Source: an optimization exercise on an open RTL-to-GDS flow (aim: small area, a short achievable clock period and few clock cycles). Production flows keep margins and buffers that such runs may drop.
At most, simulation tests tie the RTL to the original design; equivalence was not proved.

==> 09-11: inputs <==
// tinymoa_dcim
module tinymoa_dcim (
    input clk,
    input nrst,
    output reg        mmio_ready,
    input             mmio_write,
    input      [31:0] mmio_wdata,
    input             mmio_read,
    output     [31:0] mmio_rdata,
    input      [5:0]  mmio_addr,
    input      [31:0] mem_rdata,
    output     [31:0] mem_wdata,
    output reg        mem_write,
    output reg        mem_read,
    output reg [9:0]  mem_addr
);
==> flow/config.mk <==
export PLATFORM = sky130hd
export DESIGN_NAME = tinymoa_dcim
export DESIGN_NICKNAME = tinymoa_dcim
export VERILOG_FILES = /design/flow/design.v
export SDC_FILE = /design/flow/constraint.sdc
export NUM_CORES = 4
export LEC_CHECK = 0
export CAP_MARGIN = 20
export CORE_MARGIN = 2
export CORE_UTILIZATION = 70
export CTS_CLUSTER_DIAMETER = 200
export CTS_CLUSTER_SIZE = 25
export SETUP_SLACK_MARGIN = 4.75
export SLEW_MARGIN = 20
==> flow/constraint.sdc <==
create_clock -name core_clock -period 7.5 [get_ports {clk}]
set_input_delay 1.5000 -clock core_clock [delete_from_list [all_inputs] [get_ports {clk}]]
set_output_delay 1.5000 -clock core_clock [all_outputs]
set_load 0.01 [all_outputs]
run.sh (not shown) runs the stock make flow with config.mk's settings and CLKGATE_MAP_FILE= SYNTH_SCRIPT=/design/flow/synth_recipe.tcl, a recipe that flattens the netlist after the stock synthesis.
==> 01-13 (differences from 09-11) <==
CORE_UTILIZATION = 80   (was 70)
==> 11-06 (differences from 09-11) <==
--- a/flow/design.v
+++ b/flow/design.v
@@ -462,16 +462,22 @@
             4'd4: rdata_q <= cfg_rbase;
             4'd5: rdata_q <= {4'd0, cfg_n};
             default: rdata_q <= 10'd0;
         endcase
     end
     reg [4:0] rs, nph, rr;
-    always @(posedge clk) begin
-        rs  <= rs + 5'd1;
-        nph <= 5'd0 - rs;
-        rr  <= 5'd0 - (rs + 5'd3);
+    always @(posedge clk or negedge nrst) begin
+        if (!nrst) begin
+            rs  <= 5'd1;
+            nph <= 5'd0;
+            rr  <= 5'd29;
+        end else begin
+            rs  <= rs + 5'd1;
+            nph <= nph - 5'd1;
+            rr  <= rr - 5'd1;
+        end
     end
     wire [31:0] rot0 = rs[0] ? {mem_rdata[30:0], mem_rdata[31]} : mem_rdata;
     wire [31:0] rot1 = rs[1] ? {rot0[29:0], rot0[31:30]}         : rot0;
     wire [31:0] rot2 = rs[2] ? {rot1[27:0], rot1[31:28]}         : rot1;
     wire [31:0] rot3 = rs[3] ? {rot2[23:0], rot2[31:24]}         : rot2;
     wire [31:0] rot  = rs[4] ? {rot3[15:0], rot3[31:16]}         : rot3;
@@ -511,14 +517,13 @@
             assign xb[96 + gj] = plane_en[3] & ~(w ^ A[3][gj]);
         end
     endgenerate
     wire [10:0] res;
     dcim_colsum u_sum (.clk(clk), .x(xb), .nb(nb), .res(res));
     reg [10:0] wdata_q;
-    reg        sign_q;
-    assign mem_wdata = {{11{sign_q}}, {10{wdata_q[10]}}, wdata_q};
+    assign mem_wdata = {{21{wdata_q[10]}}, wdata_q};
     reg [10:0] nsh;
     always @(posedge clk) begin
         nsh <= {5'd0, cfg_n} << cfg_prec;
         nb  <= {5'd0, cfg_n} - nsh;
     end
     localparam S_IDLE = 3'd0;
@@ -529,13 +534,13 @@
     reg [2:0] state;
     reg [4:0] cnt;
     reg [1:0] pm1;               
     reg       rl;                
     reg       va, vb;            
     reg       la, lb;            
-    wire [4:0] cb = nph + 5'd2;  
+    reg [4:0] ca, cb;            
     wire [1:0] st_p   = mmio_wdata[2:1] - 2'd1;
     wire       row_ld = ({1'b0, rr} < cfg_n);
     always @(posedge clk or negedge nrst) begin
         if (!nrst) begin
             state     <= S_IDLE;
             cnt       <= 5'd0;
@@ -547,12 +552,15 @@
             ld_act    <= 4'd0;
             ld_row    <= 1'b0;
             va        <= 1'b0;
             vb        <= 1'b0;
             la        <= 1'b0;
             lb        <= 1'b0;
+            plane_en  <= 4'd0;
+            pm1       <= 2'd0;
+            rl        <= 1'b0;
         end else begin
             mem_read  <= 1'b0;
             tag0      <= 4'd0;
             ld_act    <= {tag0[3] & ~tag0[2] & (tag0[1:0] == 2'd3),
                           tag0[3] & ~tag0[2] & (tag0[1:0] == 2'd2),
                           tag0[3] & ~tag0[2] & (tag0[1:0] == 2'd1),
@@ -567,12 +575,16 @@
             case (state)
                 S_IDLE: begin
                     cnt <= 5'd1;
                     if (start) begin
                         busy     <= 1'b1;
                         done     <= 1'b0;
+                        plane_en <= {mmio_wdata[3:1] > 3'd3, mmio_wdata[3:1] > 3'd2,
+                                     mmio_wdata[3:1] > 3'd1, mmio_wdata[3:1] > 3'd0};
+                        pm1      <= st_p;
+                        rl       <= mmio_wdata[4];
                         mem_read <= 1'b1;
                         tag0     <= 4'b1000;
                         if (st_p != 2'd0)
                             state <= S_ACT;
                         else if (mmio_wdata[4]) begin
                             state <= S_ROW;
@@ -611,20 +623,15 @@
                 busy <= 1'b0;
                 done <= 1'b1;
             end
         end
     end
     always @(posedge clk) begin
-        if (state == S_IDLE) begin
-            plane_en <= {mmio_wdata[3:1] > 3'd3, mmio_wdata[3:1] > 3'd2,
-                         mmio_wdata[3:1] > 3'd1, mmio_wdata[3:1] > 3'd0};
-            pm1      <= st_p;
-            rl       <= mmio_wdata[4];
-        end
+        ca      <= nph;
+        cb      <= ca;
         wdata_q <= res;
-        sign_q  <= res[10] & res[9];
         if (vb)
             mem_addr <= cfg_rbase + {5'd0, cb};
         else if (state == S_ROW)
             mem_addr <= cfg_wbase + {5'd0, rr};
         else if (state == S_ACT)
             mem_addr <= cfg_abase + {8'd0, cnt[1:0]};
CTS_CLUSTER_SIZE = 28   (was 25)
==> flow_metrics.py <==
metrics = {
    "outcome": {
        "status": "finished clean",
    },
    "timing": {
        "tns_ns": 0,
        "timing.final.crit_share": 0.388,
        "period_needed_ns": 2.91,
    },
    "critical_path": {
        "worst-path-stages": 3,
        "rr_endpoint": "A[0][14]",
    },
    "logic_synthesis": {
        "synth_fa_ha_area_frac": 0.0740,
        "synthesis.area_sq_um": 41600,
        "synth-simple-area-share": 0.0413,
    },
    "route": {
        "drt-total-wl_um": 85800,
        "ant_nets": 0,
    },
    "global_route": {
        "grt_usage": 0.281,
        "gr-total-overflow": 0,
    },
    "placed_design": {
        "post_dp_cell_area_sq_um": 43000,
    },
    "clocking": {
        "numCtsBuffers": 56,
        "cts_setup_buffers": 59,
    },
    "cells_and_area": {
        "clkCellAreaFrac": 0.0338,
    },
}
(the above is from 11-06)
==> flow_metrics.py <==
metrics = {
    "global_route": {
        "grt_usage": 0.299,
        "gr-total-overflow": 0,
    },
    "logic_synthesis": {
        "synth_fa_ha_area_frac": 0.0756,
        "synthesis.area_sq_um": 41300,
        "synth-simple-area-share": 0.0417,
    },
    "route": {
        "drt-total-wl_um": 91500,
    },
    "critical_path": {
        "rr_endpoint": "u_sum.p1_1",
        "worst-path-stages": 3,
    },
    "clocking": {
        "numCtsBuffers": 61,
    },
    "timing": {
        "period_needed_ns": 2.92,
    },
    "outcome": {
        "status": "finished clean",
    },
}
(the above is from 09-11)
==> flow_metrics.py <==
metrics = {
    "clocking": {
        "numCtsBuffers": 61,
    },
    "logic_synthesis": {
        "synth_seq_cells": 1395,
        "synth_edf_count": 7,
        "synth_fa_ha_area_frac": 0.0756,
        "synth.distinct_cells": 78,
        "synth-simple-area-share": 0.0417,
    },
    "outcome": {
        "lastStage": "clock tree synthesis (4_1_cts)",
        "error": "[ERROR DPL-0033] detailed placement checks failed during check placement.",
        "status": "aborted with a tool error",
    },
    "placed_design": {
        "post_dp_cell_area_sq_um": 42700,
    },
}
(the above is from 01-13)
Testbench counts of 11-06, summed over its fixed seeds: cycles 17,921.
For 09-11 and 01-13, only the layout was checked, not whether the RTL still works.

-- re-timing with driven ports --
How much do the figures lean on ideal ports? The routed layouts below were timed once more, with nothing changed but the port constraints. Step 1 sets driving cells, clkbuf_16 on the clock port and buf_2 on the other inputs (assumed; they add their load-dependent delay and slew). Step 2 moves the port delays by t, midway between the first and last clock arrival at a register: inputs arrive t later, outputs are due t later. That takes back most of the time a late clock gives input paths. a / b / c = ideal / step 1 / step 2; a / b = the first two.
run	t (ns)	setup slack, ns	latest minus earliest clock arrival (ns)	pins driven straight from the clock port
09-11	0.735	4.580 / 4.519 / 4.004	0.049 / 0.048	1
11-06	0.706	4.593 / 4.531 / 4.011	0.042 / 0.043	1
After both steps setup and hold are still met in every run listed. The setup slack of 11-06, which loses most, moves by -0.062 ns with the drivers and by -0.582 ns with both steps.
